What follows belongs to an exercise in optimizing a design on an open flow for small area; a production flow would make more cautious choices. The RTL was checked by simulation tests, not by an equivalence proof against the original design. Power and IR drop assume default switching activity.

// berger_zero_faulty_memory
module berger_zero_faulty_memory(
    input clk,
    input rst,
    input [7:0] input_data,
    input [3:0] input_addr,
    input wr_en,
    input [11:0] unidirectional_fault_mask,
    input fault_enable,
    input fault_zero_to_one,
    output [7:0] output_data,
    output zero_to_one_error
);
    reg  [7:0]  data [0:15];
    reg  [15:0] valid;
    wire [15:0] dec = 16'd1 << input_addr;
    always @(posedge clk or posedge rst) begin
        if (rst)
            valid <= 16'd0;
        else if (wr_en)
            valid <= valid | dec;
    end
    genvar k;
    generate
        for (k = 0; k < 16; k = k + 1) begin : word
            always @(posedge clk) begin
                if (wr_en && dec[k])
                    data[k] <= input_data;
            end
        end
    endgenerate
    wire [15:0] sel = dec & valid;
    reg  [7:0]  rd;
    integer i;
    always @(*) begin
        rd = 8'd0;
        for (i = 0; i < 16; i = i + 1)
            rd = rd | ({8{sel[i]}} & data[i]);
    end
    wire v = |sel;
    wire [3:0] ones_rd = rd[0] + rd[1] + rd[2] + rd[3] + rd[4] + rd[5] + rd[6] + rd[7];
    wire [3:0] zeros_rd = 4'd8 - ones_rd;
    wire [11:0] word_rd = {rd, zeros_rd[3] & v, zeros_rd[2:0]};
    wire [11:0] f = {12{fault_enable}} & unidirectional_fault_mask;
    wire [11:0] c = (word_rd & ~f) | (f & {12{fault_zero_to_one}});
    wire [3:0] ones_c = c[4] + c[5] + c[6] + c[7] + c[8] + c[9] + c[10] + c[11];
    assign output_data = c[11:4];
    assign zero_to_one_error = (4'd8 - ones_c) != c[3:0];
endmodule
Settings: LEC_CHECK=0, ABC_AREA=1, CAP_MARGIN=20, CORE_MARGIN=2, CORE_UTILIZATION=40, SLEW_MARGIN=20; clock period 8.0 ns.
standard.sh (not shown) runs the stock make flow with config.mk's settings and CLKGATE_MAP_FILE= SYNTH_SCRIPT=/design/flow/synth_recipe.tcl, a recipe that flattens the netlist after the stock synthesis.
==> flow/flow/run.sh <==
#!/bin/bash
# Standard synthesis, then an area re-mapping of the combinational logic
# (flip-flops untouched), then the standard layout with small port buffers
# and a clock tree without dummy loads.
set -euo pipefail
HERE=$(pwd)
R=$HERE/orfs/results/sky130hd/berger_zero_faulty_memory/base
LIB=$FLOW_HOME/platforms/sky130hd/lib/sky130_fd_sc_hd__tt_025C_1v80.lib

bash standard.sh synth > synth_standard.log 2>&1
cp $R/1_2_yosys.v $HERE/standard_1_2_yosys.v

LIB=$LIB IN_V=$HERE/standard_1_2_yosys.v OUT_V=$R/1_2_yosys.v \
  ABC_SCRIPT=$HERE/flow/area.abc STAT_OUT=$HERE/reabc_stat.txt \
  yosys -c $HERE/flow/reabc.tcl > reabc.log 2>&1
rm -f $R/1_synth.odb $R/1_synth.sdc

export BUFFER_PORTS_ARGS="-buffer_cell sky130_fd_sc_hd__buf_1"
export CTS_ARGS="-sink_clustering_enable -repair_clock_nets -dont_use_dummy_load -buf_list sky130_fd_sc_hd__clkbuf_8 -sink_clustering_size 24 -sink_clustering_max_diameter 60"
bash standard.sh > layout.log 2>&1
==> flow/flow/area.abc <==
strash
dc2
dch -f
amap
topo
==> flow/flow/reabc.tcl <==
yosys -import
# Re-map the combinational logic of the standard synthesis netlist for area.
# The flip-flops, and their instance names and cell types, are kept exactly
# as the standard synthesis made them.
set lib $::env(LIB)
read_liberty -ignore_miss_func $lib
read_verilog $::env(IN_V)
hierarchy -top $::env(FLOW_TOP)
setattr -mod -set keep_hierarchy 1 sky130_fd_sc_hd__*df* sky130_fd_sc_hd__*dl*
flatten
blackbox sky130_fd_sc_hd__*
opt_clean -purge
opt -fast
abc -liberty $lib -script $::env(ABC_SCRIPT) -dont_use *probe* -dont_use *lpflow*
opt_clean -purge
setundef -zero
hilomap -singleton -hicell sky130_fd_sc_hd__conb_1 HI -locell sky130_fd_sc_hd__conb_1 LO
insbuf -buf sky130_fd_sc_hd__buf_4 A X
splitnets
# left out here: clean up, hide names made inside functions
tee -o $::env(STAT_OUT) stat -liberty $lib
write_verilog -noattr -nohex -nodec $::env(OUT_V)
Rerun with:
==> flow/run.sh (new file) <==
#!/bin/bash
# synth_recipe.tcl (not shown) runs the flow's synth.tcl, then flattens the netlist and writes it again
# the make line also repeats each setting of config.mk as NAME=value (left out here)
make -C /OpenROAD-flow-scripts/flow DESIGN_CONFIG=/design/flow/config.mk WORK_HOME=/design/flow/orfs CLKGATE_MAP_FILE= SYNTH_SCRIPT=/design/flow/synth_recipe.tcl finish
removed: flow/flow/run.sh
removed: flow/flow/area.abc
removed: flow/flow/reabc.tcl
removed: flow/standard.sh
- The new run completed without violations
- hold slack is worse by 9.8 ps
- fmax came out lower by 1.8%
- global-route usage came out lower by 0.59 points
- cell area came out higher by 18%
- register-to-register slack is worse by 80 ps
- utilization came out higher by 3.5 points
- sequential power came out lower by about 1%
- setup slack is worse by 140 ps
- clock skew stays the same
- clock-buffer cell count came out higher by 1
- synthesized cell count came out higher by 37%

==> separate check: timing with driven ports <==
How much do the figures lean on ideal ports? The routed layouts below were timed once more, with nothing changed but the port constraints.
Step 1, drivers: a clkbuf_16 drives clk and a buf_2 each remaining input, both assumed.
Step 2 times the ports against the registers' clock, not the clock port: input delays grow and output delays shrink by t, the midpoint of the rising clock arrivals with the driver on.
a / b / c = no drivers / after step 1 / after step 2; a / b = the first two.
run | shift t [ns] | setup slack, ns | worst hold slack (ns) | worst setup path at the end | clock arrival spread, ns
the first run | 0.462 | 0.533 / 0.512 / 0.512 | 0.477 / 0.477 / 0.477 | input to output | 0.020 / 0.019
the second run | 0.457 | 0.393 / 0.370 / 0.370 | 0.467 / 0.467 / 0.467 | input to output | 0.008 / 0.008
After both steps setup and hold are still met in every run listed. For the second run, which loses most, drivers alone change the setup slack by -0.023 ns; drivers and shift together by -0.023 ns.
